What follows belongs to an exercise in optimizing a design on an open flow for small area, a short achievable clock period and few clock cycles; a production flow would make more cautious choices. The RTL was checked by simulation tests, not by an equivalence proof against the original design. No activity file was given, so power comes from the tool's default toggle rates.

// dmc_top
module dmc_top (
    input         clk_i,
    input         rst_n_i,
    input         start_i,
    input         read_i,
    input         write_i,
    input  [31:0] address_i,
    input  [31:0] data_i,
    output [31:0] data_o,
    output        ready_o,
    output        mem_read_o,
    output        mem_write_o,
    output [31:0] mem_address_o,
    output [31:0] mem_data_o,
    input  [31:0] mem_data_i
);
Size: ~1,900 cells after synthesis, roughly 200 I/O pins, about 0.031 mm² of cells after synthesis.
clock: 5.0 ns
lec_check: 0
cap_margin: 20
core_margin: 2
core_utilization: 40
cts_buf_list: sky130_fd_sc_hd__clkbuf_16
cts_cluster_diameter: 60
cts_cluster_size: 24
setup_slack_margin: 2.1
slew_margin: 20
standard.sh (not shown) runs the stock make flow with config.mk's settings and CLKGATE_MAP_FILE= SYNTH_SCRIPT=/design/flow/synth_recipe.tcl, a recipe that flattens the netlist after the stock synthesis.
==> flow/flow/run.sh <==
#!/bin/bash
# The standard layout, with the ports buffered by plain buffers instead of the
# delay cells buffer_ports picks by default.
set -euo pipefail
export BUFFER_PORTS_ARGS="-buffer_cell sky130_fd_sc_hd__buf_4"
bash standard.sh > standard.log 2>&1
The starting point went through all stages and came out clean.
Testbench counts at the start, summed over its fixed seeds: cycles 8,771.
==> next run, changes <==
==> flow/flow/run.sh (replaced) <==
#!/bin/bash
# The standard layout, with the ports buffered by plain buffers instead of the
# delay cells buffer_ports picks by default.
set -euo pipefail
export BUFFER_PORTS_ARGS="-buffer_cell sky130_fd_sc_hd__buf_2"
bash standard.sh > standard.log 2>&1
CTS_CLUSTER_DIAMETER = 70   (was 60)
CTS_CLUSTER_SIZE = 30   (was 24)
PLACE_DENSITY = 0.68   (was unset)
SETUP_SLACK_MARGIN = 2.4   (was 2.1)
The new run produced a clean layout.
Cell area fell slightly.
Final cell count stays the same.
Wire length fell slightly.
Total power fell by a few percent.
Sequential share of layout area rose by 0.77 points.
==> next run, changes <==
==> flow/flow/run.sh (replaced) <==
#!/bin/bash
# The standard layout, with the ports buffered by plain buffers instead of the
# delay cells buffer_ports picks by default.
set -euo pipefail
export BUFFER_PORTS_ARGS="-buffer_cell sky130_fd_sc_hd__buf_4"
bash standard.sh > standard.log 2>&1
CTS_CLUSTER_DIAMETER = 60   (was 70)
CTS_CLUSTER_SIZE = 24   (was 30)
PLACE_DENSITY = unset   (was 0.68)
SETUP_SLACK_MARGIN = 2.3   (was 2.4)
After rerunning:
- final area grows by 2.8%
- critical path depth came out higher by 1
- first-iteration DRC count fell by 17%
- area after synthesis stays the same
- wire length increases by 3.5%
- sequential share of layout area came out lower by 1.8 points
- non-clock buffer count drops by 2
- sequential power barely changes
- clock power increases by 29%
==> next run, changes <==
==> flow/flow/run.sh (replaced) <==
#!/bin/bash
# The standard layout, with the ports buffered by plain buffers instead of the
# delay cells buffer_ports picks by default.
set -euo pipefail
export BUFFER_PORTS_ARGS="-buffer_cell sky130_fd_sc_hd__buf_2"
bash standard.sh > standard.log 2>&1
GPL_ROUTABILITY_DRIVEN = 0   (was unset)
PLACE_DENSITY = 0.68   (was unset)
SETUP_SLACK_MARGIN = 2.4   (was 2.3)
=>
- The changed run completed with no timing, DRC or antenna violations
- setup slack improves by 39 ps
- first-iteration DRC count grows by 12%
- wire length fell by 1.8%
- total power shrinks by 6.7%
- cell count is about the same
- utilization went down by 0.82 points
- area after synthesis stays the same
- global-route usage decreases by 0.62 points
- critical path depth shrinks by 1
- synthesized cell count does not change
==> next run, changes <==
CTS_CLUSTER_DIAMETER = 70   (was 60)
CTS_CLUSTER_SIZE = 30   (was 24)
GPL_ROUTABILITY_DRIVEN = unset   (was 0)
PLACE_DENSITY = 0.75   (was 0.68)
SETUP_SLACK_MARGIN = 2.3   (was 2.4)
The changed run passed the timing, DRC and antenna checks.
Total power fell by about 6%.
Via count goes down by 0.75%.
Die area does not change.
Wire length went down by about 2.2%.
Global-route usage goes down by 0.53 points.
Fmax falls by about 3.4%.


dmc_top, a different RTL version from the one above (not shown whole).
For scale: roughly 810 flip-flops, about 200 I/O pins, ~0.033 mm2 of cells after synthesis.
export LEC_CHECK = 0
export CAP_MARGIN = 20
export CORE_MARGIN = 2
export CORE_UTILIZATION = 40
export SETUP_SLACK_MARGIN = 2.6
export SLEW_MARGIN = 20
create_clock -name core_clock -period 5.0 [get_ports {clk_i}]
==> flow/flow/run.sh <==
#!/bin/bash
# The standard layout, with the ports buffered by plain buffers instead of the
# delay cells buffer_ports picks by default.
set -euo pipefail
export BUFFER_PORTS_ARGS="-buffer_cell sky130_fd_sc_hd__buf_4"
bash standard.sh > standard.log 2>&1
Testbench counts at the start, summed over its fixed seeds: cycles 8,771.
Edit:
==> flow/run.sh (new file) <==
#!/bin/bash
# synth_recipe.tcl (not shown) runs the flow's synth.tcl, then flattens the netlist and writes it again
# the make line also repeats each setting of config.mk as NAME=value (left out here)
make -C /OpenROAD-flow-scripts/flow DESIGN_CONFIG=/design/flow/config.mk WORK_HOME=/design/flow/orfs CLKGATE_MAP_FILE= SYNTH_SCRIPT=/design/flow/synth_recipe.tcl finish
Settings changed: CORE_UTILIZATION 40 to 60, SETUP_SLACK_MARGIN 2.6 to 2.0.
removed: flow/flow/run.sh
removed: flow/standard.sh
The changed run produced a clean layout.
Cell area fell by 9.8%.
Wire length went down by 17%.
Utilization came out higher by 19 points.
Non-clock buffer count went down by 135.
Synthesized area does not change.
Combinational power drops by 21%.
Register-to-register slack gets worse by 0.24 ns.
Maximum frequency goes down by 10%.
Setup slack is worse by 0.31 ns.
Via count fell by 6.4%.
Sequential share of layout area goes up by 5.9 points.
Edit:
==> flow/flow/run.sh (new file) <==
#!/bin/bash
# The standard layout, with the ports buffered by plain buffers instead of the
# delay cells buffer_ports picks by default.
set -euo pipefail
export BUFFER_PORTS_ARGS="-buffer_cell sky130_fd_sc_hd__buf_4"
bash standard.sh > standard.log 2>&1
==> flow/standard.sh (new file) <==
#!/bin/bash
# synth_recipe.tcl (not shown) runs the flow's synth.tcl, then flattens the netlist and writes it again
# the make line also repeats each setting of config.mk as NAME=value (left out here)
make -C /OpenROAD-flow-scripts/flow DESIGN_CONFIG=/design/flow/config.mk WORK_HOME=/design/flow/orfs CLKGATE_MAP_FILE= SYNTH_SCRIPT=/design/flow/synth_recipe.tcl "${@:-finish}"
Settings changed: CORE_UTILIZATION 60 to 40.
removed: flow/run.sh
The changed run completed without violations.
Cell count goes up by 11%.
Non-clock buffer count falls by 35.
Setup slack is better by 0.10 ns.
Area after synthesis is unchanged.
Global-route usage drops by 11 points.
Total power went down by 0.40%.
Combinational power shrinks by about 5%.
Hold slack improved by 0.012 ns.
Final area goes down by 0.92%.
Edit:
--- a/flow/flow/run.sh
+++ b/flow/flow/run.sh
@@ -4,3 +4,3 @@
 set -euo pipefail
-export BUFFER_PORTS_ARGS="-buffer_cell sky130_fd_sc_hd__buf_4"
+export BUFFER_PORTS_ARGS="-buffer_cell sky130_fd_sc_hd__buf_2"
 bash standard.sh > standard.log 2>&1
Outcome: The changed run finished with timing, DRC and antenna clean; combinational power fell by a few percent; clock power came out higher slightly; die area does not change; clock skew rises by 0.023 ns; critical path depth came out lower by 2; global-route usage decreases by 0.63 points; first-iteration DRC count decreases by a few percent; wire length is lower by a few percent; setup slack degrades by 0.041 ns; flip-flop and latch count stays the same.

-- what the ideal ports hide --
The flow's constraints put no driver on any port. The routed layouts listed below were extracted and timed again, unchanged, in two steps. Step 1 sets driving cells, clkbuf_16 on the clock port and buf_2 on the other inputs (assumed; they add their load-dependent delay and slew). Step 2 adds t to the input delays and takes it off the output delays; t is the mean of the earliest and latest rising clock arrival at the registers after step 1. Input paths then give back, and output paths get back, about the clock's delay inside the block. Slacks: ideal ports / drivers / drivers and shift; pairs: ideal ports / drivers.
run	t (ns)	setup slack, ns	worst setup path at the end	latest minus earliest clock arrival (ns)
the first run of note 1	0.692	2.172 / 2.119 / 1.512	input to register	0.055 / 0.055
the second run of note 1	0.660	2.371 / 2.295 / 1.717	input to register	0.056 / 0.056
the third run of note 1	0.700	2.242 / 2.195 / 1.568	input to register	0.061 / 0.061
the fourth run of note 1	0.662	2.281 / 2.220 / 1.679	input to register	0.048 / 0.048
the fifth run of note 1	0.670	2.184 / 2.125 / 1.618	input to register	0.048 / 0.048
the first run of note 2	0.691	2.292 / 2.230 / 1.626	input to register	0.041 / 0.041
the second run of note 2	0.689	1.978 / 1.960 / 1.329	input to register	0.023 / 0.024
the third run of note 2	0.698	2.077 / 2.030 / 1.409	input to register	0.017 / 0.017
the fourth run of note 2	0.692	2.036 / 2.038 / 1.356	input to register	0.039 / 0.039
After both steps setup and hold are still met in every run listed. The setup slack of the fourth run of note 2, which loses most, moves by +0.002 ns with the drivers and by -0.680 ns with both steps.
